This is an optimization exercise on Yosys and OpenROAD, whose aim is small area, a short achievable clock period and few clock cycles, not a production implementation. RTL that was checked went through simulation tests only; none was proved equivalent to the original.

==> exp/garnet <==
Design sparse_mac_top, start of the top module:
module sparse_mac_top
#(
    parameter int NUM_DECODERS = 2,
    parameter int VALUE_W = 16,
    parameter int INDEX_W = 16,
    parameter int DECODER_FIFO_DEPTH = 16,
    parameter int ACCUM_W = 32
)
(
    input mac_clk,
    input mac_rst,
    input [NUM_DECODERS-1:0] sram_valid_i,
    output [NUM_DECODERS-1:0] sram_ready_o,
    input [NUM_DECODERS*(1+VALUE_W+INDEX_W)-1:0] sram_data_i,
    output mac_valid_o,
    output [ACCUM_W-1:0] mac_data_o
);
export LEC_CHECK = 0
export CAP_MARGIN = 20
export CORE_MARGIN = 2
export CORE_UTILIZATION = 40
export SETUP_SLACK_MARGIN = 4.0
export SLEW_MARGIN = 20
export SYNTH_HIERARCHICAL = 1
create_clock -name core_clock -period 7.0 [get_ports {mac_clk}]
run.sh (not shown) runs the stock make flow with config.mk's settings and CLKGATE_MAP_FILE= SYNTH_SCRIPT=/design/flow/synth_recipe.tcl, a recipe that flattens the netlist after the stock synthesis.
==> exp/lagoon: changes against exp/garnet <==
--- a/flow/design.v
+++ b/flow/design.v
@@ -14,12 +14,24 @@
     output s,
     output co
 );
 assign s  = a ^ b;
 assign co = a & b;
 endmodule
+module csa_fax (
+    input  a,
+    input  b,
+    input  c,
+    output s,
+    output co
+);
+logic x;
+assign x  = a ^ b;
+assign s  = x ^ c;
+assign co = x ? c : a;
+endmodule
 module sparse_mac_top
 #(
     parameter int NUM_DECODERS = 2,
     parameter int VALUE_W = 16,
     parameter int INDEX_W = 16,
     parameter int DECODER_FIFO_DEPTH = 16,
@@ -44,14 +56,12 @@
 logic hd0, hd1;               
 logic [VALUE_W-1:0] hval0;
 logic [7:0] b_one, b_two, b_neg;    
 logic b_top;                        
 logic [INDEX_W:0] diff;       
 logic [31:0] acc_s, acc_c;    
-logic [31:0] res;             
-logic mq;                     
 logic fin, both, d_zero, d_neg, pop0, pop1, match, take0, take1;
 assign fin    = (hv0 & hd0) | (hv1 & hd1);
 assign both   = hv0 & hv1 & ~fin;
 assign d_zero = (diff == '0);
 assign d_neg  = diff[INDEX_W];
 assign pop0   = both & ~d_neg;
@@ -385,45 +395,45 @@
 assign tree_s[30] = mt_388;
 assign tree_c[30] = mt_387;
 assign tree_s[31] = mt_390;
 assign tree_c[31] = mt_389;
 always_ff @(posedge mac_clk or negedge mac_rst) begin
     if (~mac_rst) begin
+        hval0 <= '0;
+        b_one <= '0;
+        b_two <= '0;
+        b_neg <= '0;
+        b_top <= 1'b0;
         hv0   <= 1'b0;
         hv1   <= 1'b0;
         diff  <= '0;
         acc_s <= '0;
         acc_c <= '0;
-        mq    <= 1'b0;
     end else begin
         hv0 <= take0 | (hv0 & ~pop0);
         hv1 <= take1 | (hv1 & ~pop1);
         case ({take1, take0})
             2'b00: diff <= diff;
             2'b01: diff <= c01;
             2'b10: diff <= c10;
             2'b11: diff <= c11;
         endcase
-        mq <= match;
+        if (take0) hval0 <= val0;
+        if (take1) begin
+            b_one <= e_one;
+            b_two <= e_two;
+            b_neg <= e_neg;
+            b_top <= val1[15];
+        end
         if (match) begin
             acc_s <= tree_s;
             acc_c <= tree_c;
         end
     end
 end
 always_ff @(posedge mac_clk) begin
-    res <= acc_s + acc_c;
-    if (take0) begin
-        hval0 <= val0;
-        hd0   <= in_done0;
-    end
-    if (take1) begin
-        b_one <= e_one;
-        b_two <= e_two;
-        b_neg <= e_neg;
-        b_top <= val1[15];
-        hd1   <= in_done1;
-    end
+    if (take0) hd0 <= in_done0;
+    if (take1) hd1 <= in_done1;
 end
-assign mac_valid_o = fin & ~mq;
-assign mac_data_o  = res;
+assign mac_valid_o = fin;
+assign mac_data_o  = acc_s + acc_c;
 endmodule
SETUP_SLACK_MARGIN = 3.0   (was 4.0)
==> exp/ember: changes against exp/garnet <==
--- a/flow/design.v
+++ b/flow/design.v
@@ -14,12 +14,24 @@
     output s,
     output co
 );
 assign s  = a ^ b;
 assign co = a & b;
 endmodule
+module csa_fax (
+    input  a,
+    input  b,
+    input  c,
+    output s,
+    output co
+);
+logic x;
+assign x  = a ^ b;
+assign s  = x ^ c;
+assign co = x ? c : a;
+endmodule
 module sparse_mac_top
 #(
     parameter int NUM_DECODERS = 2,
     parameter int VALUE_W = 16,
     parameter int INDEX_W = 16,
     parameter int DECODER_FIFO_DEPTH = 16,
@@ -385,12 +397,17 @@
 assign tree_s[30] = mt_388;
 assign tree_c[30] = mt_387;
 assign tree_s[31] = mt_390;
 assign tree_c[31] = mt_389;
 always_ff @(posedge mac_clk or negedge mac_rst) begin
     if (~mac_rst) begin
+        hval0 <= '0;
+        b_one <= '0;
+        b_two <= '0;
+        b_neg <= '0;
+        b_top <= 1'b0;
         hv0   <= 1'b0;
         hv1   <= 1'b0;
         diff  <= '0;
         acc_s <= '0;
         acc_c <= '0;
         mq    <= 1'b0;
@@ -401,29 +418,27 @@
             2'b00: diff <= diff;
             2'b01: diff <= c01;
             2'b10: diff <= c10;
             2'b11: diff <= c11;
         endcase
         mq <= match;
+        if (take0) hval0 <= val0;
+        if (take1) begin
+            b_one <= e_one;
+            b_two <= e_two;
+            b_neg <= e_neg;
+            b_top <= val1[15];
+        end
         if (match) begin
             acc_s <= tree_s;
             acc_c <= tree_c;
         end
     end
 end
 always_ff @(posedge mac_clk) begin
     res <= acc_s + acc_c;
-    if (take0) begin
-        hval0 <= val0;
-        hd0   <= in_done0;
-    end
-    if (take1) begin
-        b_one <= e_one;
-        b_two <= e_two;
-        b_neg <= e_neg;
-        b_top <= val1[15];
-        hd1   <= in_done1;
-    end
+    if (take0) hd0 <= in_done0;
+    if (take1) hd1 <= in_done1;
 end
 assign mac_valid_o = fin & ~mq;
 assign mac_data_o  = res;
 endmodule
SETUP_SLACK_MARGIN = 3.0   (was 4.0)
==> comparison table <==
|  | exp/lagoon | exp/garnet | exp/ember |
|---|---|---|---|
| Final worst slack | 2530 ps | 3147 ps | 3025 ps |
| Number of nets in the final layout | 2063 | 2078 | 2086 |
| Run status | complete, no violations | complete, no violations | complete, no violations |
| Final sequential cell count | 125 | 158 | 158 |
| Capture point of the worst reg-to-reg path | acc_s[20] | acc_s[17] | acc_s[17] |
| Transition time at the pin with the least slew margin | 1099 ps | 812.4 ps | 1079 ps |
| Kind of end point of the critical path | output port | flop | flop |
| Metal1 wirelength | 18.75 mm | 19.51 mm | 19.06 mm |
| Proportion of cell area spent on the clock network | 0.03037 | 0.02650 | 0.03283 |
| Worst path arrival time | 3070 ps | 4190 ps | 4300 ps |
| Share of final-layout standard cells stronger than drive strength 1 | 0.1998 | 0.3196 | 0.1435 |
| Placer Congestion | 0.8690 | 0.8568 | 0.8733 |
| Placed insts | 2123 | 2073 | 2162 |
| Required time of the critical path | 5600 ps | 7340 ps | 7330 ps |
| Total of flip-flops plus latches after synthesis | 125 | 158 | 158 |
| Non-clock buffer count | 186 | 263 | 185 |
| Via count | 12214 | 12436 | 12484 |
| Commonest non-fill, non-tap cell in the layout | sky130_fd_sc_hd__fa_1 | sky130_fd_sc_hd__xnor2_1 | sky130_fd_sc_hd__fa_1 |
| Buffering stage count on the worst path with inverters included | 2 | 1 | 16 |
| Wire length per cell after detailed routing | 18.82 µm | 19.61 µm | 18.91 µm |
| # rows | 72 | 73 | 74 |
| Total length of routed met3 wires | 2.070 mm | 2.057 mm | 2.116 mm |
Testbench counts of exp/garnet, summed over its fixed seeds: cycles 7,526.
No functional check of the RTL was part of exp/lagoon and exp/ember.

-- re-timing with driven ports --
How much do the figures lean on ideal ports? The routed layouts below were timed once more, with nothing changed but the port constraints. Step 1 sets driving cells, clkbuf_16 on the clock port and buf_2 on the other inputs (assumed; they add their load-dependent delay and slew). Step 2 also shifts input and output timing later by t, the mid clock arrival at the registers, as if the neighbouring blocks saw the same clock. a / b / c = no drivers / after step 1 / after step 2; a / b = the first two.
run | t (ns) | slack for setup (ns) | clock arrival spread, ns
exp/garnet | 0.504 | 3.147 / 3.147 / 3.003 | 0.013 / 0.013
exp/lagoon | 0.478 | 2.530 / 2.479 / 2.651 | 0.008 / 0.008
exp/ember | 0.499 | 3.025 / 3.025 / 2.596 | 0.014 / 0.014
After both steps setup and hold are still met in every run listed. For exp/ember, which loses most, drivers alone change the setup slack by 0.000 ns; drivers and shift together by -0.429 ns.
